Background: an optimization exercise with open tools, aiming at small area and a short achievable clock period. Do not read the settings as production practice.
In this exercise RTL edits were held to simulation tests only and were not proved equivalent to the original.

==> flow/design.v (outline; a module is shown in full before it is edited, if it fits) <==
// module tv80s: 120 lines
// module tv80_core: 1545 lines
// module tv80_mcode: 2181 lines
// module tv80_alu: 356 lines
// module tv80_reg: 41 lines
module tv80s ( 
  m1_n, mreq_n, iorq_n, rd_n, wr_n, rfsh_n, halt_n, busak_n, A, dout, 
  reset_n, clk, wait_n, int_n, nmi_n, busrq_n, di
  );
  // ...
==> flow/run.sh <==
#!/bin/bash
# synth_recipe.tcl (not shown) runs the flow's synth.tcl, then flattens the netlist and writes it again
# the make line also repeats each setting of config.mk as NAME=value (left out here)
make -C /OpenROAD-flow-scripts/flow DESIGN_CONFIG=/design/flow/config.mk WORK_HOME=/design/flow/orfs CLKGATE_MAP_FILE= SYNTH_SCRIPT=/design/flow/synth_recipe.tcl finish
==> flow/config.mk <==
export PLATFORM = sky130hd
export DESIGN_NAME = tv80s
export DESIGN_NICKNAME = tv80s
export VERILOG_FILES = /design/flow/design.v
export SDC_FILE = /design/flow/constraint.sdc
export NUM_CORES = 4
export LEC_CHECK = 0
export CAP_MARGIN = 20
export CORE_MARGIN = 2
export CORE_UTILIZATION = 40
export SLEW_MARGIN = 20
==> flow/constraint.sdc <==
create_clock -name core_clock -period 10.5 [get_ports {clk}]
set_input_delay 2.1000 -clock core_clock [delete_from_list [all_inputs] [get_ports {clk}]]
set_output_delay 2.1000 -clock core_clock [all_outputs]
set_load 0.01 [all_outputs]
==> results.json, run 1 <==
{
  "grt_use_total_pct": 39.0,
  "fillers": 8993,
  "cts_buffer_depth": 3,
  "syn_area_per_cell_um2": 8.22,
  "slew_headroom_pct": 17.7,
  "r2r-end": "i_tv80_core.i_reg.RegsH[7][4]",
  "grt_pass1_vias": 36452,
  "routabilityCongestion": 1.11,
  "synth_top_area_share_pct": 14.2,
  "wl_per_cell_um": 33.7,
  "vias": 39446,
  "h-tree-depth": 2,
  "crit_path_start_kind": "register",
  "cts_buffers": 53,
  "place_inst": 5468,
  "wl_met3_um": 22400,
  "ys_seq_elements": 444,
  "clk_latency_ps": 690,
  "worst_slack_ps": 2120,
  "yosys.area.top_type": "dfrtp_1",
  "top_layer": "met5",
  "drt_iter0_markers": 6105,
  "route.final.wire_length_um": 188000,
  "final_max_slew_viol_count": 0,
  "critPathMaxFanout": 22,
  "regArea_mm2": 0.0121,
  "setup_viol": 0,
  "status": "timing/DRC/antenna clean",
  "synth_edf_count": 170,
  "design.core.area_mm2": 0.0901,
  "worstSetupPathDepth": 26,
  "placement.cell_area_mm2": 0.0384,
  "hold_ws_ps": 453,
  "yosysMostFrequentCell": "nand2_1"
}
==> module tv80_core, before the edit <==
module tv80_core ( 
  m1_n, iorq, no_read, write, rfsh_n, halt_n, busak_n, A, dout, mc,
  ts, intcycle_n, IntE, stop,
  reset_n, clk, cen, wait_n, int_n, nmi_n, busrq_n, dinst, di
  );
  parameter Mode = 1;    
  parameter IOWait = 1;  
  parameter Flag_C = 0;
  parameter Flag_N = 1;
  parameter Flag_P = 2;
  parameter Flag_X = 3;
  parameter Flag_H = 4;
  parameter Flag_Y = 5;
  parameter Flag_Z = 6;
  parameter Flag_S = 7;
  input     reset_n;            
  input     clk;                
  input     cen;                
  input     wait_n;             
  input     int_n;              
  input     nmi_n;              
  input     busrq_n;            
  output    m1_n;               
  output    iorq;               
  output    no_read;            
  output    write;              
  output    rfsh_n;             
  output    halt_n;             
  output    busak_n;            
  output [15:0] A; 
  input [7:0]   dinst;  
  input [7:0]   di;     
  output [7:0]  dout;     
  output [6:0]  mc;     
  output [6:0]  ts;     
  output        intcycle_n;     
  output        IntE;           
  output        stop;           
  reg    m1_n;          
  reg    iorq; 
  reg    halt_n;                
  reg    busak_n;               
  reg [15:0] A; 
  reg [7:0]  dout;        
  reg [6:0]  mc;        
  reg [6:0]  ts;        
  reg   intcycle_n;     
  reg   IntE;           
  reg   stop;           
  parameter     aNone    = 3'b111;
  parameter     aBC      = 3'b000;
  parameter     aDE      = 3'b001;
  parameter     aXY      = 3'b010;
  parameter     aIOA     = 3'b100;
  parameter     aSP      = 3'b101;
  parameter     aZI      = 3'b110;
  reg [7:0]     ACC, F;
  reg [7:0]     Ap, Fp;
  reg [7:0]     I;
  reg [15:0]    SP, PC;
  reg [7:0]     RegDIH;
  reg [7:0]     RegDIL;
  wire [15:0]   RegBusA;
  wire [15:0]   RegBusB;
  wire [15:0]   RegBusC;
  reg [2:0]     RegAddrA_r;
  reg [2:0]     RegAddrA;
  reg [2:0]     RegAddrB_r;
  reg [2:0]     RegAddrB;
  reg [2:0]     RegAddrC;
  reg           RegWEH;
  reg           RegWEL;
  reg           Alternate;
  reg [15:0]    TmpAddr;         
  reg [7:0]     IR;              
  reg [1:0]     ISet;            
  reg [15:0]    RegBusA_r;
  reg [15:0]    ID16;
  reg [7:0]     Save_Mux;
  reg [6:0]     tstate;
  reg [6:0]     mcycle;
  reg           last_mcycle, last_tstate;
  reg           IntE_FF1;
  reg           IntE_FF2;
  reg           Halt_FF;
  reg           BusReq_s;
  reg           BusAck;
  reg           ClkEn;
  reg           NMI_s;
  reg           INT_s;
  reg [1:0]     IStatus;
  reg [7:0]     DI_Reg;
  reg           T_Res;
  reg [1:0]     XY_State;
  reg [2:0]     Pre_XY_F_M;
  reg           NextIs_XY_Fetch;
  reg           XY_Ind;
  reg           No_BTR;
  reg           BTR_r;
  reg           Auto_Wait;
  reg           Auto_Wait_t1;
  reg           Auto_Wait_t2;
  reg           IncDecZ;
  reg [7:0]     BusB;
  reg [7:0]     BusA;
  wire [7:0]    ALU_Q;
  wire [7:0]    F_Out;
  reg [4:0]     Read_To_Reg_r;
  reg           Arith16_r;
  reg           Z16_r;
  reg [3:0]     ALU_Op_r;
  reg           Save_ALU_r;
  reg           PreserveC_r;
  reg [2:0]     mcycles;
  wire [2:0]    mcycles_d;
  wire [2:0]    tstates;
  reg           IntCycle;
  reg           NMICycle;
  wire          Inc_PC;
  wire          Inc_WZ;
  wire [3:0]    IncDec_16;
  wire [1:0]    Prefix;
  wire          Read_To_Acc;
  wire          Read_To_Reg;
  wire [3:0]     Set_BusB_To;
  wire [3:0]     Set_BusA_To;
  wire [3:0]     ALU_Op;
  wire           Save_ALU;
  wire           PreserveC;
  wire           Arith16;
  wire [2:0]     Set_Addr_To;
  wire           Jump;
  wire           JumpE;
  wire           JumpXY;
  wire           Call;
  wire           RstP;
  wire           LDZ;
  wire           LDW;
  wire           LDSPHL;
  wire           iorq_i;
  wire [2:0]     Special_LD;
  wire           ExchangeDH;
  wire           ExchangeRp;
  wire           ExchangeAF;
  wire           ExchangeRS;
  wire           I_DJNZ;
  wire           I_CPL;
  wire           I_CCF;
  wire           I_SCF;
  wire           I_RETN;
  wire           I_BT;
  wire           I_BC;
  wire           I_BTR;
  wire           I_RLD;
  wire           I_RRD;
  wire           I_INRC;
  wire           SetDI;
  wire           SetEI;
  wire [1:0]     IMode;
  wire           Halt;
  reg [15:0]     PC16;
  reg [15:0]     PC16_B;
  reg [15:0]     SP16, SP16_A, SP16_B;
  reg [15:0]     ID16_B;
  reg            Oldnmi_n;
  wire [2:0] MCycles_nA;
  wire [2:0] MCycles_nB;
  reg  [2:0] MCycles_qA;
  reg  [2:0] MCycles_qB;
  wire [2:0] TStates_nA;
  wire [2:0] TStates_nB;
  reg  [2:0] TStates_qA;
  reg  [2:0] TStates_qB;
  wire [1:0] Prefix_nA;
  reg  [1:0] Prefix_qA;
  wire Inc_PC_nA;
  reg  Inc_PC_qA;
  wire Inc_WZ_nA;
  reg  Inc_WZ_qA;
  wire [3:0] IncDec_16_nA;
  wire [3:0] IncDec_16_nB;
  reg  [3:0] IncDec_16_qA;
  reg  [3:0] IncDec_16_qB;
  wire Read_To_Acc_nA;
  reg  Read_To_Acc_qA;
  wire Read_To_Reg_nA;
  reg  Read_To_Reg_qA;
  wire [3:0] Set_BusB_To_nA;
  wire [3:0] Set_BusB_To_nB;
  reg  [3:0] Set_BusB_To_qA;
  reg  [3:0] Set_BusB_To_qB;
  wire [3:0] Set_BusA_To_nA;
  reg  [3:0] Set_BusA_To_qA;
  wire [3:0] ALU_Op_nA;
  reg  [3:0] ALU_Op_qA;
  wire Save_ALU_nA;
  reg  Save_ALU_qA;
  wire PreserveC_nA;
  reg  PreserveC_qA;
  wire Arith16_nA;
  reg  Arith16_qA;
  wire [2:0] Set_Addr_To_nA;
  wire [2:0] Set_Addr_To_nB;
  reg  [2:0] Set_Addr_To_qA;
  reg  [2:0] Set_Addr_To_qB;
  wire IORQ_nA;
  reg  IORQ_qA;
  wire Jump_nA;
  wire Jump_nB;
  reg  Jump_qA;
  reg  Jump_qB;
  wire JumpE_nA;
  reg  JumpE_qA;
  wire JumpXY_nA;
  reg  JumpXY_qA;
  wire Call_nA;
  reg  Call_qA;
  wire RstP_nA;
  reg  RstP_qA;
  wire LDZ_nA;
  reg  LDZ_qA;
  wire LDW_nA;
  reg  LDW_qA;
  wire LDSPHL_nA;
  reg  LDSPHL_qA;
  wire [2:0] Special_LD_nA;
  reg  [2:0] Special_LD_qA;
  wire ExchangeDH_nA;
  reg  ExchangeDH_qA;
  wire ExchangeRp_nA;
  reg  ExchangeRp_qA;
  wire ExchangeAF_nA;
  reg  ExchangeAF_qA;
  wire ExchangeRS_nA;
  reg  ExchangeRS_qA;
  wire I_DJNZ_nA;
  reg  I_DJNZ_qA;
  wire I_CPL_nA;
  reg  I_CPL_qA;
  wire I_CCF_nA;
  reg  I_CCF_qA;
  wire I_SCF_nA;
  reg  I_SCF_qA;
  wire I_RETN_nA;
  reg  I_RETN_qA;
  wire I_BT_nA;
  reg  I_BT_qA;
  wire I_BC_nA;
  reg  I_BC_qA;
  wire I_BTR_nA;
  reg  I_BTR_qA;
  wire I_RLD_nA;
  reg  I_RLD_qA;
  wire I_RRD_nA;
  reg  I_RRD_qA;
  wire I_INRC_nA;
  reg  I_INRC_qA;
  wire SetDI_nA;
  reg  SetDI_qA;
  wire SetEI_nA;
  reg  SetEI_qA;
  wire [1:0] IMode_nA;
  reg  [1:0] IMode_qA;
  wire Halt_nA;
  reg  Halt_qA;
  wire NoRead_nA;
  reg  NoRead_qA;
  wire Write_nA;
  reg  Write_qA;
  tv80_mcode #(Mode, Flag_C, Flag_N, Flag_P, Flag_X, Flag_H, Flag_Y, Flag_Z, Flag_S) i_mcode
    (
     .IR                   (IR_d),
     .ISet                 (ISet_d),
     .MCycle               (mcycle_d),
     .CC                   (1'b0),
     .CC2                  (1'b0),
     .NMICycle             (NMICycle_d),
     .IntCycle             (IntCycle_d),
     .MCycles              (MCycles_nA),
     .TStates              (TStates_nA),
     .Prefix               (Prefix_nA),
     .Inc_PC               (Inc_PC_nA),
     .Inc_WZ               (Inc_WZ_nA),
     .IncDec_16            (IncDec_16_nA),
     .Read_To_Acc          (Read_To_Acc_nA),
     .Read_To_Reg          (Read_To_Reg_nA),
     .Set_BusB_To          (Set_BusB_To_nA),
     .Set_BusA_To          (Set_BusA_To_nA),
     .ALU_Op               (ALU_Op_nA),
     .Save_ALU             (Save_ALU_nA),
     .PreserveC            (PreserveC_nA),
     .Arith16              (Arith16_nA),
     .Set_Addr_To          (Set_Addr_To_nA),
     .IORQ                 (IORQ_nA),
     .Jump                 (Jump_nA),
     .JumpE                (JumpE_nA),
     .JumpXY               (JumpXY_nA),
     .Call                 (Call_nA),
     .RstP                 (RstP_nA),
     .LDZ                  (LDZ_nA),
     .LDW                  (LDW_nA),
     .LDSPHL               (LDSPHL_nA),
     .Special_LD           (Special_LD_nA),
     .ExchangeDH           (ExchangeDH_nA),
     .ExchangeRp           (ExchangeRp_nA),
     .ExchangeAF           (ExchangeAF_nA),
     .ExchangeRS           (ExchangeRS_nA),
     .I_DJNZ               (I_DJNZ_nA),
     .I_CPL                (I_CPL_nA),
     .I_CCF                (I_CCF_nA),
     .I_SCF                (I_SCF_nA),
     .I_RETN               (I_RETN_nA),
     .I_BT                 (I_BT_nA),
     .I_BC                 (I_BC_nA),
     .I_BTR                (I_BTR_nA),
     .I_RLD                (I_RLD_nA),
     .I_RRD                (I_RRD_nA),
     .I_INRC               (I_INRC_nA),
     .SetDI                (SetDI_nA),
     .SetEI                (SetEI_nA),
     .IMode                (IMode_nA),
     .Halt                 (Halt_nA),
     .NoRead               (NoRead_nA),
     .Write                (Write_nA)
     );
  tv80_mcode #(Mode, Flag_C, Flag_N, Flag_P, Flag_X, Flag_H, Flag_Y, Flag_Z, Flag_S) i_mcode_cc
    (
     .IR                   (IR_d),
     .ISet                 (ISet_d),
     .MCycle               (mcycle_d),
     .CC                   (1'b1),
     .CC2                  (1'b1),
     .NMICycle             (NMICycle_d),
     .IntCycle             (IntCycle_d),
     .MCycles              (MCycles_nB),
     .TStates              (TStates_nB),
     .Prefix               (),
     .Inc_PC               (),
     .Inc_WZ               (),
     .IncDec_16            (IncDec_16_nB),
     .Read_To_Acc          (),
     .Read_To_Reg          (),
     .Set_BusB_To          (Set_BusB_To_nB),
     .Set_BusA_To          (),
     .ALU_Op               (),
     .Save_ALU             (),
     .PreserveC            (),
     .Arith16              (),
     .Set_Addr_To          (Set_Addr_To_nB),
     .IORQ                 (),
     .Jump                 (Jump_nB),
     .JumpE                (),
     .JumpXY               (),
     .Call                 (),
     .RstP                 (),
     .LDZ                  (),
     .LDW                  (),
     .LDSPHL               (),
     .Special_LD           (),
     .ExchangeDH           (),
     .ExchangeRp           (),
     .ExchangeAF           (),
     .ExchangeRS           (),
     .I_DJNZ               (),
     .I_CPL                (),
     .I_CCF                (),
     .I_SCF                (),
     .I_RETN               (),
     .I_BT                 (),
     .I_BC                 (),
     .I_BTR                (),
     .I_RLD                (),
     .I_RRD                (),
     .I_INRC               (),
     .SetDI                (),
     .SetEI                (),
     .IMode                (),
     .Halt                 (),
     .NoRead               (),
     .Write                ()
     );
  always @(posedge clk or negedge reset_n)
    begin
      if (reset_n == 1'b0)
        begin
          MCycles_qA <= #1 3'd1;
          MCycles_qB <= #1 3'd1;
          TStates_qA <= #1 3'd4;
          TStates_qB <= #1 3'd4;
          Prefix_qA <= #1 2'd0;
          Inc_PC_qA <= #1 1'd0;
          Inc_WZ_qA <= #1 1'd0;
          IncDec_16_qA <= #1 4'd0;
          IncDec_16_qB <= #1 4'd0;
          Read_To_Acc_qA <= #1 1'd0;
          Read_To_Reg_qA <= #1 1'd0;
          Set_BusB_To_qA <= #1 4'd0;
          Set_BusB_To_qB <= #1 4'd0;
          Set_BusA_To_qA <= #1 4'd0;
          ALU_Op_qA <= #1 4'd0;
          Save_ALU_qA <= #1 1'd0;
          PreserveC_qA <= #1 1'd0;
          Arith16_qA <= #1 1'd0;
          Set_Addr_To_qA <= #1 3'd7;
          Set_Addr_To_qB <= #1 3'd7;
          IORQ_qA <= #1 1'd0;
          Jump_qA <= #1 1'd0;
          Jump_qB <= #1 1'd0;
          JumpE_qA <= #1 1'd0;
          JumpXY_qA <= #1 1'd0;
          Call_qA <= #1 1'd0;
          RstP_qA <= #1 1'd0;
          LDZ_qA <= #1 1'd0;
          LDW_qA <= #1 1'd0;
          LDSPHL_qA <= #1 1'd0;
          Special_LD_qA <= #1 3'd0;
          ExchangeDH_qA <= #1 1'd0;
          ExchangeRp_qA <= #1 1'd0;
          ExchangeAF_qA <= #1 1'd0;
          ExchangeRS_qA <= #1 1'd0;
          I_DJNZ_qA <= #1 1'd0;
          I_CPL_qA <= #1 1'd0;
          I_CCF_qA <= #1 1'd0;
          I_SCF_qA <= #1 1'd0;
          I_RETN_qA <= #1 1'd0;
          I_BT_qA <= #1 1'd0;
          I_BC_qA <= #1 1'd0;
          I_BTR_qA <= #1 1'd0;
          I_RLD_qA <= #1 1'd0;
          I_RRD_qA <= #1 1'd0;
          I_INRC_qA <= #1 1'd0;
          SetDI_qA <= #1 1'd0;
          SetEI_qA <= #1 1'd0;
          IMode_qA <= #1 2'd3;
          Halt_qA <= #1 1'd0;
          NoRead_qA <= #1 1'd0;
          Write_qA <= #1 1'd0;
        end
      else
        begin
          MCycles_qA <= #1 MCycles_nA;
          MCycles_qB <= #1 MCycles_nB;
          TStates_qA <= #1 TStates_nA;
          TStates_qB <= #1 TStates_nB;
          Prefix_qA <= #1 Prefix_nA;
          Inc_PC_qA <= #1 Inc_PC_nA;
          Inc_WZ_qA <= #1 Inc_WZ_nA;
          IncDec_16_qA <= #1 IncDec_16_nA;
          IncDec_16_qB <= #1 IncDec_16_nB;
          Read_To_Acc_qA <= #1 Read_To_Acc_nA;
          Read_To_Reg_qA <= #1 Read_To_Reg_nA;
          Set_BusB_To_qA <= #1 Set_BusB_To_nA;
          Set_BusB_To_qB <= #1 Set_BusB_To_nB;
          Set_BusA_To_qA <= #1 Set_BusA_To_nA;
          ALU_Op_qA <= #1 ALU_Op_nA;
          Save_ALU_qA <= #1 Save_ALU_nA;
          PreserveC_qA <= #1 PreserveC_nA;
          Arith16_qA <= #1 Arith16_nA;
          Set_Addr_To_qA <= #1 Set_Addr_To_nA;
          Set_Addr_To_qB <= #1 Set_Addr_To_nB;
          IORQ_qA <= #1 IORQ_nA;
          Jump_qA <= #1 Jump_nA;
          Jump_qB <= #1 Jump_nB;
          JumpE_qA <= #1 JumpE_nA;
          JumpXY_qA <= #1 JumpXY_nA;
          Call_qA <= #1 Call_nA;
          RstP_qA <= #1 RstP_nA;
          LDZ_qA <= #1 LDZ_nA;
          LDW_qA <= #1 LDW_nA;
          LDSPHL_qA <= #1 LDSPHL_nA;
          Special_LD_qA <= #1 Special_LD_nA;
          ExchangeDH_qA <= #1 ExchangeDH_nA;
          ExchangeRp_qA <= #1 ExchangeRp_nA;
          ExchangeAF_qA <= #1 ExchangeAF_nA;
          ExchangeRS_qA <= #1 ExchangeRS_nA;
          I_DJNZ_qA <= #1 I_DJNZ_nA;
          I_CPL_qA <= #1 I_CPL_nA;
          I_CCF_qA <= #1 I_CCF_nA;
          I_SCF_qA <= #1 I_SCF_nA;
          I_RETN_qA <= #1 I_RETN_nA;
          I_BT_qA <= #1 I_BT_nA;
          I_BC_qA <= #1 I_BC_nA;
          I_BTR_qA <= #1 I_BTR_nA;
          I_RLD_qA <= #1 I_RLD_nA;
          I_RRD_qA <= #1 I_RRD_nA;
          I_INRC_qA <= #1 I_INRC_nA;
          SetDI_qA <= #1 SetDI_nA;
          SetEI_qA <= #1 SetEI_nA;
          IMode_qA <= #1 IMode_nA;
          Halt_qA <= #1 Halt_nA;
          NoRead_qA <= #1 NoRead_nA;
          Write_qA <= #1 Write_nA;
        end
    end
  wire cc_true = is_cc_true(F, { IR[7] & IR[5], IR[4:3] });
  assign mcycles_d = cc_true ? MCycles_qB : MCycles_qA;
  assign tstates = cc_true ? TStates_qB : TStates_qA;
  assign Prefix = Prefix_qA;
  assign Inc_PC = Inc_PC_qA;
  assign Inc_WZ = Inc_WZ_qA;
  assign IncDec_16 = cc_true ? IncDec_16_qB : IncDec_16_qA;
  assign Read_To_Acc = Read_To_Acc_qA;
  assign Read_To_Reg = Read_To_Reg_qA;
  assign Set_BusB_To = cc_true ? Set_BusB_To_qB : Set_BusB_To_qA;
  assign Set_BusA_To = Set_BusA_To_qA;
  assign ALU_Op = ALU_Op_qA;
  assign Save_ALU = Save_ALU_qA;
  assign PreserveC = PreserveC_qA;
  assign Arith16 = Arith16_qA;
  assign Set_Addr_To = cc_true ? Set_Addr_To_qB : Set_Addr_To_qA;
  assign iorq_i = IORQ_qA;
  assign Jump = cc_true ? Jump_qB : Jump_qA;
  assign JumpE = JumpE_qA;
  assign JumpXY = JumpXY_qA;
  assign Call = Call_qA;
  assign RstP = RstP_qA;
  assign LDZ = LDZ_qA;
  assign LDW = LDW_qA;
  assign LDSPHL = LDSPHL_qA;
  assign Special_LD = Special_LD_qA;
  assign ExchangeDH = ExchangeDH_qA;
  assign ExchangeRp = ExchangeRp_qA;
  assign ExchangeAF = ExchangeAF_qA;
  assign ExchangeRS = ExchangeRS_qA;
  assign I_DJNZ = I_DJNZ_qA;
  assign I_CPL = I_CPL_qA;
  assign I_CCF = I_CCF_qA;
  assign I_SCF = I_SCF_qA;
  assign I_RETN = I_RETN_qA;
  assign I_BT = I_BT_qA;
  assign I_BC = I_BC_qA;
  assign I_BTR = I_BTR_qA;
  assign I_RLD = I_RLD_qA;
  assign I_RRD = I_RRD_qA;
  assign I_INRC = I_INRC_qA;
  assign SetDI = SetDI_qA;
  assign SetEI = SetEI_qA;
  assign IMode = IMode_qA;
  assign Halt = Halt_qA;
  assign no_read = NoRead_qA;
  assign write = Write_qA;
  tv80_alu #(Mode, Flag_C, Flag_N, Flag_P, Flag_X, Flag_H, Flag_Y, Flag_Z, Flag_S) i_alu
    (
     .Arith16              (Arith16_r),
     .Z16                  (Z16_r),
     .ALU_Op               (ALU_Op_r),
     .IR                   (IR[5:0]),
     .ISet                 (ISet),
     .BusA                 (BusA),
     .BusB                 (BusB),
     .F_In                 (F),
     .Q                    (ALU_Q),
     .F_Out                (F_Out)
     );
  function is_cc_true;
    input [7:0] FF;
    input [2:0] cc;
    begin
      case (cc)
        3'b000  : is_cc_true = FF[6] == 1'b0;  
        3'b001  : is_cc_true = FF[6] == 1'b1;  
        3'b010  : is_cc_true = FF[0] == 1'b0;  
        3'b011  : is_cc_true = FF[0] == 1'b1;  
        3'b100  : is_cc_true = FF[2] == 1'b0;  
        3'b101  : is_cc_true = FF[2] == 1'b1;  
        3'b110  : is_cc_true = FF[7] == 1'b0;  
        3'b111  : is_cc_true = FF[7] == 1'b1;  
      endcase
    end
  endfunction  
  function [6:0] number_to_bitvec;
    input [2:0] num;
    begin
      case (num)
        1 : number_to_bitvec = 7'b0000001;
        2 : number_to_bitvec = 7'b0000010;
        3 : number_to_bitvec = 7'b0000100;
        4 : number_to_bitvec = 7'b0001000;
        5 : number_to_bitvec = 7'b0010000;
        6 : number_to_bitvec = 7'b0100000;
        7 : number_to_bitvec = 7'b1000000;
        default : number_to_bitvec = 7'bx;
      endcase  
    end
  endfunction  
  function [2:0] mcyc_to_number;
    input [6:0] mcyc;
    begin
      casez (mcyc)
        7'b1zzzzzz : mcyc_to_number = 3'h7;
        7'b01zzzzz : mcyc_to_number = 3'h6;
        7'b001zzzz : mcyc_to_number = 3'h5;
        7'b0001zzz : mcyc_to_number = 3'h4;
        7'b00001zz : mcyc_to_number = 3'h3;
        7'b000001z : mcyc_to_number = 3'h2;
        7'b0000001 : mcyc_to_number = 3'h1;
        default : mcyc_to_number = 3'h1;
      endcase
    end
  endfunction
  always @( mcycle or mcycles or tstate or tstates)
    begin
      case (mcycles)
        1 : last_mcycle = mcycle[0];
        2 : last_mcycle = mcycle[1];
        3 : last_mcycle = mcycle[2];
        4 : last_mcycle = mcycle[3];
        5 : last_mcycle = mcycle[4];
        6 : last_mcycle = mcycle[5];
        7 : last_mcycle = mcycle[6];
        default : last_mcycle = 1'bx;
      endcase  
      case (tstates)
        0 : last_tstate = tstate[0];
        1 : last_tstate = tstate[1];
        2 : last_tstate = tstate[2];
        3 : last_tstate = tstate[3];
        4 : last_tstate = tstate[4];
        5 : last_tstate = tstate[5];
        6 : last_tstate = tstate[6];
        default : last_tstate = 1'bx;
      endcase
    end  
  always @( ALU_Q or BusAck or BusB or DI_Reg
	   or ExchangeRp or IR or Save_ALU_r or Set_Addr_To or XY_Ind
	   or XY_State or cen or last_tstate or mcycle)
    begin
      ClkEn = cen && ~ BusAck;
      if (last_tstate)
        T_Res = 1'b1;
      else T_Res = 1'b0;
      if (XY_State != 2'b00 && XY_Ind == 1'b0 &&
          ((Set_Addr_To == aXY) ||
           (mcycle[0] && IR == 8'b11001011) ||
           (mcycle[0] && IR == 8'b00110110)))
        NextIs_XY_Fetch = 1'b1;
      else 
        NextIs_XY_Fetch = 1'b0;
      if (ExchangeRp)
        Save_Mux = BusB;
      else if (!Save_ALU_r)
        Save_Mux = DI_Reg;
      else
        Save_Mux = ALU_Q;
    end  
  always @ (posedge clk or negedge reset_n)
    begin
      if (reset_n == 1'b0 ) 
        begin
          PC <= #1 0;   
          A <= #1 0;
          TmpAddr <= #1 0;
          XY_State <= #1 2'b00;
          IStatus <= #1 2'b00;
          mcycles <= #1 3'b000;
          dout <= #1 8'b00000000;
          ACC <= #1 8'hFF;
          F <= #1 8'hFF;
          Ap <= #1 8'hFF;
          Fp <= #1 8'hFF;
          I <= #1 0;
          SP <= #1 16'hFFFF;
          Alternate <= #1 1'b0;
          Read_To_Reg_r <= #1 5'b00000;
          Arith16_r <= #1 1'b0;
          BTR_r <= #1 1'b0;
          Z16_r <= #1 1'b0;
          ALU_Op_r <= #1 4'b0000;
          Save_ALU_r <= #1 1'b0;
          PreserveC_r <= #1 1'b0;
          XY_Ind <= #1 1'b0;
        end 
      else 
        begin
          if (ClkEn == 1'b1 ) 
            begin
              ALU_Op_r <= #1 4'b0000;
              Save_ALU_r <= #1 1'b0;
              Read_To_Reg_r <= #1 5'b00000;
              mcycles <= #1 mcycles_d;
              if (IMode != 2'b11 ) 
                begin
                  IStatus <= #1 IMode;
                end
              Arith16_r <= #1 Arith16;
              PreserveC_r <= #1 PreserveC;
              if (ISet == 2'b10 && ALU_Op[2] == 1'b0 && ALU_Op[0] == 1'b1 && mcycle[2] ) 
                begin
                  Z16_r <= #1 1'b1;
                end 
              else 
                begin
                  Z16_r <= #1 1'b0;
                end
              if (mcycle[0] && (tstate[1] | tstate[2] | tstate[3] )) 
                begin
                  if (tstate[2] && wait_n == 1'b1 ) 
                    begin
                      if (Jump == 1'b0 && Call == 1'b0 && NMICycle == 1'b0 && IntCycle == 1'b0 && ~ (Halt_FF == 1'b1 || Halt == 1'b1) ) 
                        begin
                          PC <= #1 PC16;
                        end
                      if (IntCycle == 1'b1 && IStatus == 2'b01 ) 
                        begin
                        end 
                      else if (Halt_FF == 1'b1 || (IntCycle == 1'b1 && IStatus == 2'b10) || NMICycle == 1'b1 ) 
                        begin
			  TmpAddr[7:0] <= #1 dinst;  
                        end 
                      if (Prefix != 2'b00 ) 
                        begin
                          if (Prefix == 2'b11 ) 
                            begin
                              if (IR[5] == 1'b1 ) 
                                begin
                                  XY_State <= #1 2'b10;
                                end 
                              else 
                                begin
                                  XY_State <= #1 2'b01;
                                end
                            end 
                          else 
                            begin
                              if (Prefix == 2'b10 ) 
                                begin
                                  XY_State <= #1 2'b00;
                                  XY_Ind <= #1 1'b0;
                                end
                            end
                        end 
                      else 
                        begin
                          XY_State <= #1 2'b00;
                          XY_Ind <= #1 1'b0;
                        end
                    end  
                end 
              else 
                begin
                  if (mcycle[5] ) 
                    begin
                      XY_Ind <= #1 1'b1;
                    end
                  if (T_Res == 1'b1 ) 
                    begin
                      BTR_r <= #1 (I_BT || I_BC || I_BTR) && ~ No_BTR;
                      if (Jump == 1'b1 ) 
                        begin
                          A[15:8] <= #1 DI_Reg;
                          A[7:0] <= #1 TmpAddr[7:0];
                          PC[15:8] <= #1 DI_Reg;
                          PC[7:0] <= #1 TmpAddr[7:0];
                        end 
                      else if (JumpXY == 1'b1 ) 
                        begin
                          A <= #1 RegBusC;
                          PC <= #1 RegBusC;
                        end else if (Call == 1'b1 || RstP == 1'b1 ) 
                          begin
                            A <= #1 TmpAddr;
                            PC <= #1 TmpAddr;
                          end 
                        else if (last_mcycle && NMICycle == 1'b1 ) 
                          begin
                            A <= #1 16'b0000000001100110;
                            PC <= #1 16'b0000000001100110;
                          end 
                        else if (mcycle[2] && IntCycle == 1'b1 && IStatus == 2'b10 ) 
                          begin
                            A[15:8] <= #1 I;
                            A[7:0] <= #1 TmpAddr[7:0];
                            PC[15:8] <= #1 I;
                            PC[7:0] <= #1 TmpAddr[7:0];
                          end 
                        else 
                          begin
                            case (Set_Addr_To)
                              aXY :
                                begin
                                  if (XY_State == 2'b00 ) 
                                    begin
                                      A <= #1 RegBusC;
                                    end 
                                  else 
                                    begin
                                      if (NextIs_XY_Fetch == 1'b1 )
                                        begin
                                          A <= #1 PC;
                                        end 
                                      else 
                                        begin
                                          A <= #1 TmpAddr;
                                        end
                                    end  
                                end  
                              aIOA :
                                begin
                                  if (Mode == 3 ) 
                                    begin
                                      A[15:8] <= #1 8'hFF;
                                    end 
                                  else if (Mode == 2 ) 
                                    begin
                                      A[15:8] <= #1 DI_Reg;
                                    end 
                                  else 
                                    begin
                                      A[15:8] <= #1 ACC;
                                    end
                                  A[7:0] <= #1 DI_Reg;
                                end  
                              aSP :
                                begin
                                  A <= #1 SP;
                                end
                              aBC :
                                begin
                                  if (Mode == 3 && iorq_i == 1'b1 ) 
                                    begin
                                      A[15:8] <= #1 8'hFF;
                                      A[7:0] <= #1 RegBusC[7:0];
                                    end 
                                  else 
                                    begin
                                      A <= #1 RegBusC;
                                    end
                                end  
                              aDE :
                                begin
                                  A <= #1 RegBusC;
                                end
                              aZI :
                                begin                                  
                                  if (Inc_WZ == 1'b1 ) 
                                    begin
                                      A <= #1 TmpAddr + 1;
                                    end 
                                  else 
                                    begin
                                      A[15:8] <= #1 DI_Reg;
                                      A[7:0] <= #1 TmpAddr[7:0];
                                    end
                                end  
                              default   :
                                begin                                    
                                  A <= #1 PC;
                                end
                            endcase  
                          end  
                      Save_ALU_r <= #1 Save_ALU;
                      ALU_Op_r <= #1 ALU_Op;
                      if (I_CPL == 1'b1 ) 
                        begin
                          ACC <= #1 ~ ACC;
                          F[Flag_Y] <= #1 ~ ACC[5];
                          F[Flag_H] <= #1 1'b1;
                          F[Flag_X] <= #1 ~ ACC[3];
                          F[Flag_N] <= #1 1'b1;
                        end
                      if (I_CCF == 1'b1 ) 
                        begin
                          F[Flag_C] <= #1 ~ F[Flag_C];
                          F[Flag_Y] <= #1 ACC[5];
                          F[Flag_H] <= #1 F[Flag_C];
                          F[Flag_X] <= #1 ACC[3];
                          F[Flag_N] <= #1 1'b0;
                        end
                      if (I_SCF == 1'b1 ) 
                        begin
                          F[Flag_C] <= #1 1'b1;
                          F[Flag_Y] <= #1 ACC[5];
                          F[Flag_H] <= #1 1'b0;
                          F[Flag_X] <= #1 ACC[3];
                          F[Flag_N] <= #1 1'b0;
                        end
                    end  
                  if (tstate[2] && wait_n == 1'b1 ) 
                    begin
                      if (JumpE == 1'b1 ) 
                        begin
                          PC <= #1 PC16;
                        end 
                      else if (Inc_PC == 1'b1 ) 
                        begin
                          PC <= #1 PC16;
                        end
                      if (BTR_r == 1'b1 ) 
                        begin
                          PC <= #1 PC16;
                        end
                      if (RstP == 1'b1 ) 
                        begin
                          TmpAddr <= #1 { 10'h0, IR[5:3], 3'h0 };
                        end
                    end
                  if (tstate[3] && mcycle[5] ) 
                    begin
                      TmpAddr <= #1 SP16;
                    end
                  if ((tstate[2] && wait_n == 1'b1) || (tstate[4] && mcycle[0]) ) 
                    begin
                      if (IncDec_16[2:0] == 3'b111 ) 
                        begin
                          SP <= #1 SP16;
                        end
                    end
                  if (LDSPHL == 1'b1 ) 
                    begin
                      SP <= #1 RegBusC;
                    end
                  if (ExchangeAF == 1'b1 ) 
                    begin
                      Ap <= #1 ACC;
                      ACC <= #1 Ap;
                      Fp <= #1 F;
                      F <= #1 Fp;
                    end
                  if (ExchangeRS == 1'b1 ) 
                    begin
                      Alternate <= #1 ~ Alternate;
                    end
                end  
              if (tstate[3] ) 
                begin
                  if (LDZ == 1'b1 ) 
                    begin
                      TmpAddr[7:0] <= #1 DI_Reg;
                    end
                  if (LDW == 1'b1 ) 
                    begin
                      TmpAddr[15:8] <= #1 DI_Reg;
                    end
                  if (Special_LD[2] == 1'b1 ) 
                    begin
                      case (Special_LD[1:0])
                        2'b00 :
                          begin
                            ACC <= #1 I;
                            F[Flag_P] <= #1 IntE_FF2;
			    F[Flag_Z] <= (I == 0);
			    F[Flag_S] <= I[7];
			    F[Flag_H] <= 0;
			    F[Flag_N] <= 0; 
                          end
                        2'b01 :
                          begin
                            ACC <= #1 0;
                            F[Flag_P] <= #1 IntE_FF2;
			    F[Flag_Z] <= (I == 0);
			    F[Flag_S] <= I[7];
			    F[Flag_H] <= 0;
			    F[Flag_N] <= 0; 
                          end
                        2'b10 :
                          I <= #1 ACC;
                        default : ;
                      endcase
                    end
                end  
              if ((I_DJNZ == 1'b0 && Save_ALU_r == 1'b1) || ALU_Op_r == 4'b1001 ) 
                begin
                  if (Mode == 3 ) 
                    begin
                      F[6] <= #1 F_Out[6];
                      F[5] <= #1 F_Out[5];
                      F[7] <= #1 F_Out[7];
                      if (PreserveC_r == 1'b0 ) 
                        begin
                          F[4] <= #1 F_Out[4];
                        end
                    end 
                  else 
                    begin
                      F[7:1] <= #1 F_Out[7:1];
                      if (PreserveC_r == 1'b0 ) 
                        begin
                          F[Flag_C] <= #1 F_Out[0];
                        end
                    end
                end  
              if (T_Res == 1'b1 && I_INRC == 1'b1 ) 
                begin
                  F[Flag_H] <= #1 1'b0;
                  F[Flag_N] <= #1 1'b0;
                  if (DI_Reg[7:0] == 8'b00000000 ) 
                    begin
                      F[Flag_Z] <= #1 1'b1;
                    end 
                  else 
                    begin
                      F[Flag_Z] <= #1 1'b0;
                    end
                  F[Flag_S] <= #1 DI_Reg[7];
                  F[Flag_P] <= #1 ~ (^DI_Reg[7:0]);
                end  
              if (tstate[1] && Auto_Wait_t1 == 1'b0 ) 
                begin
                  dout <= #1 BusB;
                  if (I_RLD == 1'b1 ) 
                    begin
                      dout[3:0] <= #1 BusA[3:0];
                      dout[7:4] <= #1 BusB[3:0];
                    end
                  if (I_RRD == 1'b1 ) 
                    begin
                      dout[3:0] <= #1 BusB[7:4];
                      dout[7:4] <= #1 BusA[3:0];
                    end
                end
              if (T_Res == 1'b1 ) 
                begin
                  Read_To_Reg_r[3:0] <= #1 Set_BusA_To;
                  Read_To_Reg_r[4] <= #1 Read_To_Reg;
                  if (Read_To_Acc == 1'b1 ) 
                    begin
                      Read_To_Reg_r[3:0] <= #1 4'b0111;
                      Read_To_Reg_r[4] <= #1 1'b1;
                    end
                end
              if (tstate[1] && I_BT == 1'b1 ) 
                begin
                  F[Flag_X] <= #1 ALU_Q[3];
                  F[Flag_Y] <= #1 ALU_Q[1];
                  F[Flag_H] <= #1 1'b0;
                  F[Flag_N] <= #1 1'b0;
                end
              if (I_BC == 1'b1 || I_BT == 1'b1 ) 
                begin
                  F[Flag_P] <= #1 IncDecZ;
                end
              if ((tstate[1] && Save_ALU_r == 1'b0 && Auto_Wait_t1 == 1'b0) ||
                  (Save_ALU_r == 1'b1 && ALU_Op_r != 4'b0111) ) 
                begin
                  case (Read_To_Reg_r)
                    5'b10111 :
                      ACC <= #1 Save_Mux;
                    5'b10110 :
                      dout <= #1 Save_Mux;
                    5'b11000 :
                      SP[7:0] <= #1 Save_Mux;
                    5'b11001 :
                      SP[15:8] <= #1 Save_Mux;
                    5'b11011 :
                      F <= #1 Save_Mux;
                    default : ;
                  endcase
                end  
            end  
        end  
    end
  always @ (posedge clk)
    begin
      if (ClkEn == 1'b1 ) 
        begin
          RegAddrA_r <= #1  { Alternate, Set_BusA_To[2:1] };
          if (XY_Ind == 1'b0 && XY_State != 2'b00 && Set_BusA_To[2:1] == 2'b10 ) 
            begin
              RegAddrA_r <= #1 { XY_State[1],  2'b11 };
            end
          RegAddrB_r <= #1 { Alternate, Set_BusB_To[2:1] };
          if (XY_Ind == 1'b0 && XY_State != 2'b00 && Set_BusB_To[2:1] == 2'b10 ) 
            begin
              RegAddrB_r <= #1 { XY_State[1],  2'b11 };
            end
          RegAddrC <= #1 { Alternate,  Set_Addr_To[1:0] };
          if ((JumpXY == 1'b1 || LDSPHL == 1'b1) ) 
            begin
              RegAddrC <= #1 { Alternate, 2'b10 };
            end
          if (((JumpXY == 1'b1 || LDSPHL == 1'b1) && XY_State != 2'b00) || (mcycle[5]) ) 
            begin
              RegAddrC <= #1 { XY_State[1],  2'b11 };
            end
          if (I_DJNZ == 1'b1 && Save_ALU_r == 1'b1 && Mode < 2 ) 
            begin
              IncDecZ <= #1 F_Out[Flag_Z];
            end
          if ((tstate[2] || (tstate[3] && mcycle[0])) && IncDec_16[2:0] == 3'b100 ) 
            begin
              if (ID16 == 0 ) 
                begin
                  IncDecZ <= #1 1'b0;
                end 
              else 
                begin
                  IncDecZ <= #1 1'b1;
                end
            end
          RegBusA_r <= #1 RegBusA;
        end
    end  
  always @( Alternate or ExchangeDH or IncDec_16
	   or RegAddrA_r or RegAddrB_r or XY_State or mcycle or tstate)
    begin
      if ((tstate[2] || (tstate[3] && mcycle[0] && IncDec_16[2] == 1'b1)) && XY_State == 2'b00)
        RegAddrA = { Alternate, IncDec_16[1:0] };
      else if ((tstate[2] || (tstate[3] && mcycle[0] && IncDec_16[2] == 1'b1)) && IncDec_16[1:0] == 2'b10)
        RegAddrA = { XY_State[1], 2'b11 };
      else if (ExchangeDH == 1'b1 && tstate[3])
        RegAddrA = { Alternate, 2'b10 };
      else if (ExchangeDH == 1'b1 && tstate[4])
        RegAddrA = { Alternate, 2'b01 };
      else
        RegAddrA = RegAddrA_r;
      if (ExchangeDH == 1'b1 && tstate[3])
        RegAddrB = { Alternate, 2'b01 };
      else
        RegAddrB = RegAddrB_r;
    end  
  always @( ALU_Op_r or Auto_Wait_t1 or ExchangeDH
	   or IncDec_16 or Read_To_Reg_r or Save_ALU_r or mcycle
	   or tstate or wait_n)
    begin
      RegWEH = 1'b0;
      RegWEL = 1'b0;
      if ((tstate[1] && ~Save_ALU_r && ~Auto_Wait_t1) ||
          (Save_ALU_r && (ALU_Op_r != 4'b0111)) ) 
        begin
          case (Read_To_Reg_r)
            5'b10000 , 5'b10001 , 5'b10010 , 5'b10011 , 5'b10100 , 5'b10101 :
              begin
                RegWEH = ~ Read_To_Reg_r[0];
                RegWEL = Read_To_Reg_r[0];
              end  
            default : ;
          endcase  
        end  
      if (ExchangeDH && (tstate[3] || tstate[4]) ) 
        begin
          RegWEH = 1'b1;
          RegWEL = 1'b1;
        end
      if (IncDec_16[2] && ((tstate[2] && wait_n && ~mcycle[0]) || (tstate[3] && mcycle[0])) ) 
        begin
          case (IncDec_16[1:0])
            2'b00 , 2'b01 , 2'b10 :
              begin
                RegWEH = 1'b1;
                RegWEL = 1'b1;
              end  
            default : ;
          endcase
        end
    end  
  always @( ExchangeDH or ID16 or IncDec_16 or RegBusA_r
	   or RegBusB or Save_Mux or mcycle or tstate)
    begin
      RegDIH = Save_Mux;
      RegDIL = Save_Mux;
      if (ExchangeDH == 1'b1 && tstate[3] ) 
        begin
          RegDIH = RegBusB[15:8];
          RegDIL = RegBusB[7:0];
        end
      else if (ExchangeDH == 1'b1 && tstate[4] ) 
        begin
          RegDIH = RegBusA_r[15:8];
          RegDIL = RegBusA_r[7:0];
        end
      else if (IncDec_16[2] == 1'b1 && ((tstate[2] && ~mcycle[0]) || (tstate[3] && mcycle[0])) ) 
        begin
          RegDIH = ID16[15:8];
          RegDIL = ID16[7:0];
        end
    end
  tv80_reg i_reg
    (
     .clk                  (clk),
     .CEN                  (ClkEn),
     .WEH                  (RegWEH),
     .WEL                  (RegWEL),
     .AddrA                (RegAddrA),
     .AddrB                (RegAddrB),
     .AddrC                (RegAddrC),
     .DIH                  (RegDIH),
     .DIL                  (RegDIL),
     .DOAH                 (RegBusA[15:8]),
     .DOAL                 (RegBusA[7:0]),
     .DOBH                 (RegBusB[15:8]),
     .DOBL                 (RegBusB[7:0]),
     .DOCH                 (RegBusC[15:8]),
     .DOCL                 (RegBusC[7:0])
     );
  always @ (posedge clk)
    begin
      if (ClkEn == 1'b1 ) 
        begin
          case (Set_BusB_To)
            4'b0111 :
              BusB <= #1 ACC;
            4'b0000 , 4'b0001 , 4'b0010 , 4'b0011 , 4'b0100 , 4'b0101 :
              begin
                if (Set_BusB_To[0] == 1'b1 ) 
                  begin
                    BusB <= #1 RegBusB[7:0];
                  end 
                else 
                  begin
                    BusB <= #1 RegBusB[15:8];
                  end
              end
            4'b0110 :
              BusB <= #1 DI_Reg;
            4'b1000 :
              BusB <= #1 SP[7:0];
            4'b1001 :
              BusB <= #1 SP[15:8];
            4'b1010 :
              BusB <= #1 8'b00000001;
            4'b1011 :
              BusB <= #1 F;
            4'b1100 :
              BusB <= #1 PC[7:0];
            4'b1101 :
              BusB <= #1 PC[15:8];
            4'b1110 :
              BusB <= #1 8'b00000000;
            default :
              BusB <= #1 8'h0;
          endcase
          case (Set_BusA_To)
            4'b0111 :
              BusA <= #1 ACC;
            4'b0000 , 4'b0001 , 4'b0010 , 4'b0011 , 4'b0100 , 4'b0101 :
              begin
                if (Set_BusA_To[0] == 1'b1 )
                  begin
                    BusA <= #1 RegBusA[7:0];
                  end 
                else 
                  begin
                    BusA <= #1 RegBusA[15:8];
                  end
              end
            4'b0110 :
              BusA <= #1 DI_Reg;
            4'b1000 :
              BusA <= #1 SP[7:0];
            4'b1001 :
              BusA <= #1 SP[15:8];
            4'b1010 :
              BusA <= #1 8'b00000000;
            default :
              BusA <= #1  8'h0;
          endcase
        end
    end
  assign rfsh_n = 1'b1;
  always @( BusAck or Halt_FF or I_DJNZ or IntCycle
	   or IntE_FF1 or di or iorq_i or mcycle or tstate)
    begin
      mc = mcycle;
      ts = tstate;
      DI_Reg = di;
      halt_n = ~ Halt_FF;
      busak_n = ~ BusAck;
      intcycle_n = ~ IntCycle;
      IntE = IntE_FF1;
      iorq = iorq_i;
      stop = I_DJNZ;
    end
  always @ (posedge clk or negedge reset_n)
    begin : sync_inputs
      if (~reset_n) 
        begin
          BusReq_s <= #1 1'b0;
          INT_s <= #1 1'b0;
          NMI_s <= #1 1'b0;
          Oldnmi_n <= #1 1'b0;
        end 
      else
        begin
          if (cen == 1'b1 ) 
            begin
              BusReq_s <= #1 ~ busrq_n;
              INT_s <= #1 ~ int_n;
              if (NMICycle == 1'b1 ) 
                begin
                  NMI_s <= #1 1'b0;
                end 
              else if (nmi_n == 1'b0 && Oldnmi_n == 1'b1 ) 
                begin
                  NMI_s <= #1 1'b1;
                end
              Oldnmi_n <= #1 nmi_n;
            end
        end
    end
  always @ (posedge clk or negedge reset_n)
    begin
      if (reset_n == 1'b0 ) 
        begin
          tstate <= #1 7'b0000001;
          Pre_XY_F_M <= #1 3'b000;
          Halt_FF <= #1 1'b0;
          BusAck <= #1 1'b0;
          IntE_FF1 <= #1 1'b0;
          IntE_FF2 <= #1 1'b0;
          No_BTR <= #1 1'b0;
          Auto_Wait_t1 <= #1 1'b0;
          Auto_Wait_t2 <= #1 1'b0;
          m1_n <= #1 1'b1;
        end 
      else
        begin
          if (cen == 1'b1 ) 
            begin
              if (T_Res == 1'b1 ) 
                begin
                  Auto_Wait_t1 <= #1 1'b0;
                end 
              else 
                begin
		  Auto_Wait_t1 <= #1 Auto_Wait || (iorq_i & ~Auto_Wait_t2);
                end
              Auto_Wait_t2 <= #1 Auto_Wait_t1 & !T_Res;
              No_BTR <= #1 (I_BT && (~ IR[4] || ~ F[Flag_P])) ||
                        (I_BC && (~ IR[4] || F[Flag_Z] || ~ F[Flag_P])) ||
                        (I_BTR && (~ IR[4] || F[Flag_Z]));
              if (tstate[2] ) 
                begin
                  if (SetEI == 1'b1 ) 
                    begin
                      if (!NMICycle)
                        IntE_FF1 <= #1 1'b1;
                      IntE_FF2 <= #1 1'b1;
                    end
                  if (I_RETN == 1'b1 ) 
                    begin
                      IntE_FF1 <= #1 IntE_FF2;
                    end
                end
              if (tstate[3] ) 
                begin
                  if (SetDI == 1'b1 ) 
                    begin
                      IntE_FF1 <= #1 1'b0;
                      IntE_FF2 <= #1 1'b0;
                    end
                end
              if (IntCycle == 1'b1 || NMICycle == 1'b1 ) 
                begin
                  Halt_FF <= #1 1'b0;
                end
              if (mcycle[0] && tstate[2] && wait_n == 1'b1 ) 
                begin
                  m1_n <= #1 1'b1;
                end
              if (BusReq_s == 1'b1 && BusAck == 1'b1 ) 
                begin
                end 
              else 
                begin
                  BusAck <= #1 1'b0;
                  if (tstate[2] && wait_n == 1'b0 ) 
                    begin
                    end 
                  else if (T_Res == 1'b1 ) 
                    begin
                      if (Halt == 1'b1 ) 
                        begin
                          Halt_FF <= #1 1'b1;
                        end
                      if (BusReq_s == 1'b1 ) 
                        begin
                          BusAck <= #1 1'b1;
                        end 
                      else 
                        begin
                          tstate <= #1 7'b0000010;
                          if (NextIs_XY_Fetch == 1'b1 ) 
                            begin
                              Pre_XY_F_M <= #1 mcyc_to_number(mcycle);
                              if (IR == 8'b00110110 && Mode == 0 ) 
                                begin
                                  Pre_XY_F_M <= #1 3'b010;
                                end
                            end 
                          else if ((mcycle[6]) || (mcycle[5] && Mode == 1 && ISet != 2'b01) ) 
                            begin
                            end 
                          else if ((last_mcycle) ||
                                   No_BTR == 1'b1 ||
                                   (mcycle[1] && I_DJNZ == 1'b1 && IncDecZ == 1'b1) ) 
                            begin
                              m1_n <= #1 1'b0;
                              if (NMI_s == 1'b1 && Prefix == 2'b00 ) 
                                begin
                                  IntE_FF1 <= #1 1'b0;
                                end 
                              else if ((IntE_FF1 == 1'b1 && INT_s == 1'b1) && Prefix == 2'b00 && SetEI == 1'b0 ) 
                                begin
                                  IntE_FF1 <= #1 1'b0;
                                  IntE_FF2 <= #1 1'b0;
                                end
                            end 
                          else 
                            begin
                            end
                        end
                    end 
                  else 
                    begin    
                      if ( ~(Auto_Wait == 1'b1 && Auto_Wait_t2 == 1'b0) &&
                           ~(IOWait == 1 && iorq_i == 1'b1 && Auto_Wait_t1 == 1'b0) ) 
                        begin
                          tstate <= #1 { tstate[5:0], tstate[6] };
                        end
                    end
                end
              if (tstate[0]) 
                begin
                  m1_n <= #1 1'b0;
                end
            end
        end
    end
  reg [7:0]     IR_d;
  reg [1:0]     ISet_d;
  reg [6:0]     mcycle_d;
  reg           NMICycle_d;
  reg           IntCycle_d;
  always @(*)
    begin
      IR_d = IR;
      ISet_d = ISet;
      if (ClkEn == 1'b1)
        begin
          if (mcycle[0] && (tstate[1] | tstate[2] | tstate[3]))
            begin
              if (tstate[2] && wait_n == 1'b1)
                begin
                  if (IntCycle == 1'b1 && IStatus == 2'b01)
                    IR_d = 8'b11111111;
                  else if (Halt_FF == 1'b1 || (IntCycle == 1'b1 && IStatus == 2'b10) || NMICycle == 1'b1)
                    IR_d = 8'b00000000;
                  else
                    IR_d = dinst;
                  ISet_d = 2'b00;
                  if (Prefix != 2'b00 && Prefix != 2'b11)
                    ISet_d = Prefix;
                end
            end
          else
            begin
              if (mcycle[5] && Prefix == 2'b01)
                ISet_d = 2'b01;
              if (tstate[2] && wait_n == 1'b1 && ISet == 2'b01 && mcycle[6])
                IR_d = dinst;
            end
        end
      mcycle_d = mcycle;
      NMICycle_d = NMICycle;
      IntCycle_d = IntCycle;
      if (cen == 1'b1 && !(BusReq_s == 1'b1 && BusAck == 1'b1) &&
          !(tstate[2] && wait_n == 1'b0) && T_Res == 1'b1 && BusReq_s == 1'b0)
        begin
          if (NextIs_XY_Fetch == 1'b1)
            mcycle_d = 7'b0100000;
          else if ((mcycle[6]) || (mcycle[5] && Mode == 1 && ISet != 2'b01))
            mcycle_d = number_to_bitvec(Pre_XY_F_M + 1);
          else if ((last_mcycle) ||
                   No_BTR == 1'b1 ||
                   (mcycle[1] && I_DJNZ == 1'b1 && IncDecZ == 1'b1))
            begin
              mcycle_d = 7'b0000001;
              IntCycle_d = 1'b0;
              NMICycle_d = 1'b0;
              if (NMI_s == 1'b1 && Prefix == 2'b00)
                NMICycle_d = 1'b1;
              else if ((IntE_FF1 == 1'b1 && INT_s == 1'b1) && Prefix == 2'b00 && SetEI == 1'b0)
                IntCycle_d = 1'b1;
            end
          else
            mcycle_d = { mcycle[5:0], mcycle[6] };
        end
    end
  always @(posedge clk or negedge reset_n)
    begin
      if (reset_n == 1'b0)
        begin
          IR <= #1 8'b00000000;
          ISet <= #1 2'b00;
          mcycle <= #1 7'b0000001;
          NMICycle <= #1 1'b0;
          IntCycle <= #1 1'b0;
        end
      else
        begin
          IR <= #1 IR_d;
          ISet <= #1 ISet_d;
          mcycle <= #1 mcycle_d;
          NMICycle <= #1 NMICycle_d;
          IntCycle <= #1 IntCycle_d;
        end
    end
  always @( BTR_r or DI_Reg or IncDec_16 or JumpE or PC
	   or RegBusA or RegBusC or SP or tstate)
    begin
      if (JumpE == 1'b1 ) 
        begin
          PC16_B = { {8{DI_Reg[7]}}, DI_Reg };
        end 
      else if (BTR_r == 1'b1 ) 
        begin
          PC16_B = -2;
        end
      else
        begin
          PC16_B = 1;
        end
      if (tstate[3])
        begin
          SP16_A = RegBusC;
          SP16_B = { {8{DI_Reg[7]}}, DI_Reg };
        end
      else
        begin
          SP16_A = SP;
          if (IncDec_16[3] == 1'b1)
            SP16_B = -1;
          else
            SP16_B = 1;
        end
      if (IncDec_16[3])  
        ID16_B = -1;
      else
        ID16_B = 1;
      ID16 = RegBusA + ID16_B;
      PC16 = PC + PC16_B;
      SP16 = SP16_A + SP16_B;
    end  
  always @( IntCycle or NMICycle or mcycle)
    begin
      Auto_Wait = 1'b0;
      if (IntCycle == 1'b1 || NMICycle == 1'b1 ) 
        begin
          if (mcycle[0] ) 
            begin
              Auto_Wait = 1'b1;
            end
        end
    end  
endmodule  
==> run 2, diff against run 1 <==
--- a/flow/design.v
+++ b/flow/design.v
@@ -187,2 +187,3 @@
   reg [2:0]     RegAddrA;
+  reg [2:0]     RegAddrA_A, RegAddrA_B;
   reg [2:0]     RegAddrB_r;
@@ -238,2 +239,12 @@
   reg           NMICycle;
+  reg [7:0]     IR_d;
+  reg [1:0]     ISet_d;
+  reg [6:0]     mcycle_d;
+  reg           NMICycle_d;
+  reg           IntCycle_d;
+  reg [7:0]     IR_d1;
+  reg [1:0]     ISet_d1;
+  reg [6:0]     mcycle_d1;
+  reg           NMICycle_d1;
+  reg           IntCycle_d1;
   wire          Inc_PC;
@@ -391,9 +402,9 @@
     (
-     .IR                   (IR_d),
-     .ISet                 (ISet_d),
-     .MCycle               (mcycle_d),
+     .IR                   (IR_d1),
+     .ISet                 (ISet_d1),
+     .MCycle               (mcycle_d1),
      .CC                   (1'b0),
      .CC2                  (1'b0),
-     .NMICycle             (NMICycle_d),
-     .IntCycle             (IntCycle_d),
+     .NMICycle             (NMICycle_d1),
+     .IntCycle             (IntCycle_d1),
      .MCycles              (MCycles_nA),
@@ -447,9 +458,9 @@
     (
-     .IR                   (IR_d),
-     .ISet                 (ISet_d),
-     .MCycle               (mcycle_d),
+     .IR                   (IR_d1),
+     .ISet                 (ISet_d1),
+     .MCycle               (mcycle_d1),
      .CC                   (1'b1),
      .CC2                  (1'b1),
-     .NMICycle             (NMICycle_d),
-     .IntCycle             (IntCycle_d),
+     .NMICycle             (NMICycle_d1),
+     .IntCycle             (IntCycle_d1),
      .MCycles              (MCycles_nB),
@@ -558,3 +569,3 @@
         end
-      else
+      else if (!(tstate[2] && wait_n == 1'b0))
         begin
@@ -614,3 +625,20 @@
     end
-  wire cc_true = is_cc_true(F, { IR[7] & IR[5], IR[4:3] });
+  reg [7:0] cc_sel;
+  always @(posedge clk or negedge reset_n)
+    begin
+      if (reset_n == 1'b0)
+        cc_sel <= #1 8'b00000001;
+      else
+        case ({ IR_d[7] & IR_d[5], IR_d[4:3] })
+          3'd0 : cc_sel <= #1 8'b00000001;
+          3'd1 : cc_sel <= #1 8'b00000010;
+          3'd2 : cc_sel <= #1 8'b00000100;
+          3'd3 : cc_sel <= #1 8'b00001000;
+          3'd4 : cc_sel <= #1 8'b00010000;
+          3'd5 : cc_sel <= #1 8'b00100000;
+          3'd6 : cc_sel <= #1 8'b01000000;
+          default : cc_sel <= #1 8'b10000000;
+        endcase
+    end
+  wire cc_true = |(cc_sel & { F[7], ~F[7], F[2], ~F[2], F[0], ~F[0], F[6], ~F[6] });
   assign mcycles_d = cc_true ? MCycles_qB : MCycles_qA;
@@ -1200,3 +1228,3 @@
             begin
-              if (ID16 == 0 ) 
+              if (RegBusA == (IncDec_16[3] ? 16'h0001 : 16'hFFFF)) 
                 begin
@@ -1212,15 +1240,25 @@
     end  
-  always @( Alternate or ExchangeDH or IncDec_16
-	   or RegAddrA_r or RegAddrB_r or XY_State or mcycle or tstate)
+  always @(*)
     begin
-      if ((tstate[2] || (tstate[3] && mcycle[0] && IncDec_16[2] == 1'b1)) && XY_State == 2'b00)
-        RegAddrA = { Alternate, IncDec_16[1:0] };
-      else if ((tstate[2] || (tstate[3] && mcycle[0] && IncDec_16[2] == 1'b1)) && IncDec_16[1:0] == 2'b10)
-        RegAddrA = { XY_State[1], 2'b11 };
+      if ((tstate[2] || (tstate[3] && mcycle[0] && IncDec_16_qA[2] == 1'b1)) && XY_State == 2'b00)
+        RegAddrA_A = { Alternate, IncDec_16_qA[1:0] };
+      else if ((tstate[2] || (tstate[3] && mcycle[0] && IncDec_16_qA[2] == 1'b1)) && IncDec_16_qA[1:0] == 2'b10)
+        RegAddrA_A = { XY_State[1], 2'b11 };
+      else if (ExchangeDH == 1'b1 && tstate[3])
+        RegAddrA_A = { Alternate, 2'b10 };
+      else if (ExchangeDH == 1'b1 && tstate[4])
+        RegAddrA_A = { Alternate, 2'b01 };
+      else
+        RegAddrA_A = RegAddrA_r;
+      if ((tstate[2] || (tstate[3] && mcycle[0] && IncDec_16_qB[2] == 1'b1)) && XY_State == 2'b00)
+        RegAddrA_B = { Alternate, IncDec_16_qB[1:0] };
+      else if ((tstate[2] || (tstate[3] && mcycle[0] && IncDec_16_qB[2] == 1'b1)) && IncDec_16_qB[1:0] == 2'b10)
+        RegAddrA_B = { XY_State[1], 2'b11 };
       else if (ExchangeDH == 1'b1 && tstate[3])
-        RegAddrA = { Alternate, 2'b10 };
+        RegAddrA_B = { Alternate, 2'b10 };
       else if (ExchangeDH == 1'b1 && tstate[4])
-        RegAddrA = { Alternate, 2'b01 };
+        RegAddrA_B = { Alternate, 2'b01 };
       else
-        RegAddrA = RegAddrA_r;
+        RegAddrA_B = RegAddrA_r;
+      RegAddrA = cc_true ? RegAddrA_B : RegAddrA_A;
       if (ExchangeDH == 1'b1 && tstate[3])
@@ -1538,7 +1576,2 @@
     end
-  reg [7:0]     IR_d;
-  reg [1:0]     ISet_d;
-  reg [6:0]     mcycle_d;
-  reg           NMICycle_d;
-  reg           IntCycle_d;
   always @(*)
@@ -1597,2 +1630,57 @@
         end
+    end
+  always @(*)
+    begin
+      IR_d1 = IR;
+      ISet_d1 = ISet;
+      if (ClkEn == 1'b1)
+        begin
+          if (mcycle[0] && (tstate[1] | tstate[2] | tstate[3]))
+            begin
+              if (tstate[2] && 1'b1)
+                begin
+                  if (IntCycle == 1'b1 && IStatus == 2'b01)
+                    IR_d1 = 8'b11111111;
+                  else if (Halt_FF == 1'b1 || (IntCycle == 1'b1 && IStatus == 2'b10) || NMICycle == 1'b1)
+                    IR_d1 = 8'b00000000;
+                  else
+                    IR_d1 = dinst;
+                  ISet_d1 = 2'b00;
+                  if (Prefix != 2'b00 && Prefix != 2'b11)
+                    ISet_d1 = Prefix;
+                end
+            end
+          else
+            begin
+              if (mcycle[5] && Prefix == 2'b01)
+                ISet_d1 = 2'b01;
+              if (tstate[2] && 1'b1 && ISet == 2'b01 && mcycle[6])
+                IR_d1 = dinst;
+            end
+        end
+      mcycle_d1 = mcycle;
+      NMICycle_d1 = NMICycle;
+      IntCycle_d1 = IntCycle;
+      if (cen == 1'b1 && !(BusReq_s == 1'b1 && BusAck == 1'b1) &&
+          T_Res == 1'b1 && BusReq_s == 1'b0)
+        begin
+          if (NextIs_XY_Fetch == 1'b1)
+            mcycle_d1 = 7'b0100000;
+          else if ((mcycle[6]) || (mcycle[5] && Mode == 1 && ISet != 2'b01))
+            mcycle_d1 = number_to_bitvec(Pre_XY_F_M + 1);
+          else if ((last_mcycle) ||
+                   No_BTR == 1'b1 ||
+                   (mcycle[1] && I_DJNZ == 1'b1 && IncDecZ == 1'b1))
+            begin
+              mcycle_d1 = 7'b0000001;
+              IntCycle_d1 = 1'b0;
+              NMICycle_d1 = 1'b0;
+              if (NMI_s == 1'b1 && Prefix == 2'b00)
+                NMICycle_d1 = 1'b1;
+              else if ((IntE_FF1 == 1'b1 && INT_s == 1'b1) && Prefix == 2'b00 && SetEI == 1'b0)
+                IntCycle_d1 = 1'b1;
+            end
+          else
+            mcycle_d1 = { mcycle[5:0], mcycle[6] };
+        end
     end
--- a/flow/config.mk
+++ b/flow/config.mk
@@ -10,2 +10,3 @@
 export CORE_UTILIZATION = 40
+export SETUP_SLACK_MARGIN = 3.0
 export SLEW_MARGIN = 20
==> run 2 against run 1 <==
Still clean on timing, DRC and antenna. Core utilization grew 0.15 points. Critical path depth shrank 12. First-iteration DRC count grew 5.4%. Register-to-register slack gained 1300 ps. Non-clock buffer count grew 44. Worst hold slack gained 22 ps. Fmax grew 17%. Sequential cell count grew 8. Via count grew 6.9%. Critical path type is now input pin to register. Critical endpoint is now i_tv80_core.TStates_qA[0]. Largest cell class unchanged.
==> results.json, run 2 <==
{
  "gr-total-overflow": 0,
  "drv_cap": 0,
  "remaining_drc_errors": 0,
  "crit_arrival_ps": 7680,
  "route.final.wire_length_um": 209000,
  "yosysUniqueCellTypes": 101,
  "design.core.area_mm2": 0.0933,
  "die_x_um": 311,
  "yosysMostFrequentCell": "nand2_1",
  "cts_tree": "done",
  "synth_top_area_share_pct": 14.2,
  "path_clk_slew_ps": 50,
  "yosysSeqAreaShare_pct": 32.5,
  "grt_max_degree": 137,
  "reg2reg_depth": 21,
  "drive_gt1_share_pct": 11.5,
  "ys.flop_type": "dfrtp_1",
  "cts-root-buf": "clkbuf_16",
  "rsz0062_at_grt": "false",
  "hold_viol": 0,
  "syn_area_per_cell_um2": 8.08,
  "fmax_mhz": 140,
  "antenna_found_initial": 13,
  "tightestPinTransition_ps": 1270,
  "cts_hold_buffers": 0,
  "port-buffer-count": 44,
  "dp_slack_ps": 3000,
  "ys_seq_elements": 452,
  "grt_first_pass_wirelength_um": 294000,
  "crit_path_start_kind": "input pin",
  "status": "timing/DRC/antenna clean",
  "ant_nets": 0,
  "rows": 112,
  "min_path_type": "register to register",
  "setup_viol": 0,
  "vias": 42181,
  "post_cts_resized": 0,
  "routabilityCongestion": 1.04,
  "yosys.area_share.adder_pct": 3.71,
  "synth-xor-area-share_pct": 2.16,
  "synthTopCellsByCount": "nand2_1 (555), nor2_1 (489), a21oi_1 (390), o21ai_0 (358), clkbuf_1 (266)",
  "final_max_slew_viol_count": 0,
  "grt_use_total_pct": 41.6,
  "required_ps": 11030,
  "viasPerCell": 7.17,
  "die-area_mm2": 0.0966,
  "synth_edf_count": 170,
  "synth_warnings": 5,
  "critPathMaxFanout": 14,
  "period_needed_ps": 7150,
  "areaGrowthSynthToFinish_pct": 11.0,
  "yosys.area.top_type": "dfrtp_1",
  "grt_pass1_vias": 39043,
  "clk_latency_ps": 660,
  "syn_inst": 4657,
  "synth_compound_area_share_pct": 30.0,
  "worst_slack_ps": 3350,
  "clock_sinks": 452,
  "hpwl_um": 153000,
  "slew_headroom_pct": 15.3,
  "skew_ps": 36.6,
  "async_flop_share_pct": 62.4,
  "cts_buffer_depth": 3,
  "cts_buffers": 54,
  "wl_per_cell_um": 35.5,
  "start_util_pct": 40.3,
  "synth_top_family_by_area": "compound AO/OA/AOI/OAI gates",
  "drt_iter0_markers": 6434,
  "syn-num-nets": 4777,
  "synth-simple-area-share_pct": 18.6,
  "tns_ps": 0,
  "hold_ws_ps": 475,
  "worstSetupPathType": "input pin to register",
  "ios": 46,
  "nNetsFinal": 4705,
  "final_common_cell": "nand2_1",
  "end_kind": "register",
  "die_y_um": 311,
  "synth_mux_area_share_pct": 7.95,
  "top_regs": "i_tv80_core.i_reg.RegsH x64, i_tv80_core.i_reg.RegsL x64",
  "whs_path_depth": 2,
  "synth_area_mm2": 0.0376,
  "synth_area_leaders": "dfrtp_1 (14%), edfxtp_1 (14%), nand2_1 (5.5%), a21oi_1 (5.2%), nor2_1 (4.9%)",
  "post_cts_buffers": 0,
  "h-tree-depth": 2,
  "layout_common_cells": "nand2_1 (552), nor2_1 (480), a21oi_1 (390), o21ai_0 (358), dfrtp_1 (211)",
  "final.period_utilization_pct": 68.1,
  "first_pass_iters": 7
}
-- run 2: changes by cell type in the layout (fill, tap and decap cells not counted), moves of 18 or more --
cell | before | now
nor2_1 | 432 | 480
buf_4 | 150 | 196
o22ai_1 | 81 | 112
a21oi_1 | 368 | 390
nand4_1 | 23 | 44
o311ai_0 | 14 | 34
o21ai_0 | 377 | 358
nand2_1 | 534 | 552
-- run 2: stage by stage --
| stage | area (um^2) | util [%] | instances |
|---|---|---|---|
| 2_1_floorplan | 37600 | - | 4657 |
| 3_3_place_gp | 39900 | 42.7 | 5783 |
| 3_5_place_dp | 39900 | 42.7 | 5783 |
| 4_1_cts | 41800 | 44.8 | 5883 |
| 5_1_grt | 41800 | 44.8 | 5883 |
| 6_report | 41800 | 44.8 | 5884 |
-- run 2: worst max-delay path, cell delays in order --
cell,delay (ps)
clkdlybuf4s50_1,530
a21oi_1,210
o211ai_1,140
nand2_1,580
buf_4,330
nand2_1,320
nor4_1,1060
buf_4,280
a211oi_1,90
nand4_1,200
or2_1,630
nor2_2,300
or4b_1,630
o221a_1,240
-- run 2: layer usage --
layer	vias up	wire length (um)	global-route usage, %	part of all wire (%)
met5	-	91	0	0.044
met2	3214	87100	61.1	42
met1	20530	80000	54.2	38
met4	16	15600	25.4	7.5
met3	814	26100	11.5	13
li1	17607	-	-	-
-- run 2: logic make-up (layout without fill, tap and decap cells) --
group	count (synthesis)	in the layout
muxes	248	248
adders and majority gates	107	107
AOI/OAI and AO/OA	1704	1704
DFF	452	452
xor gates and xnor gates	93	93
buffers and inverters	480	452
and+or+nand+nor	1572	1572
other	1	2
-- run 2: worst paths after layout --
path,end,slack [ps],from
max reg2reg,i_tv80_core.i_reg.RegsH[2][4],3380,i_tv80_core.F[0]
max in group asynchronous,i_tv80_core.PC[0],7110,reset_n
min in group asynchronous,i_tv80_core.cc_sel[4],1480,reset_n
min,i_tv80_core.Pre_XY_F_M[2],480,i_tv80_core.Pre_XY_F_M[2]
min reg2reg,i_tv80_core.Pre_XY_F_M[2],480,i_tv80_core.Pre_XY_F_M[2]
max,i_tv80_core.TStates_qA[0],3350,di[1]
-- run 2: area by class of cell --
class,count,area [um^2]
inverters,111,418
repair buffers,241,1940
fillers,9381,51600
clock inverters,32,409
clock buffers,68,1480
diodes,1,2.50
flip-flops and latches,452,12300
multi-input cells,3725,23700
well taps,1254,1570

## re-timing with driven ports
In the flow no input, the clock included, has a driving cell. The finished layouts below were timed again as built, in two steps. Step 1, drivers: a clkbuf_16 drives clk and a buf_2 each remaining input, both assumed. Step 2 moves the port delays by t, midway between the first and last clock arrival at a register: inputs arrive t later, outputs are due t later. That takes back most of the time a late clock gives input paths. Slacks: ideal / step 1 / step 2; pairs: ideal / step 1.
run | t, ns | setup slack, ns | worst setup path at the end | slew at the worst register clock pin (ns)
run 1 | 0.732 | 2.120 / 2.120 / 1.777 | input to register | 0.07 / 0.07
run 2 | 0.709 | 3.346 / 3.383 / 2.678 | input to register | 0.08 / 0.08
After both steps every run listed still meets setup and hold. The setup slack of run 2, which loses most, moves by +0.037 ns with the drivers and by -0.668 ns with both steps.
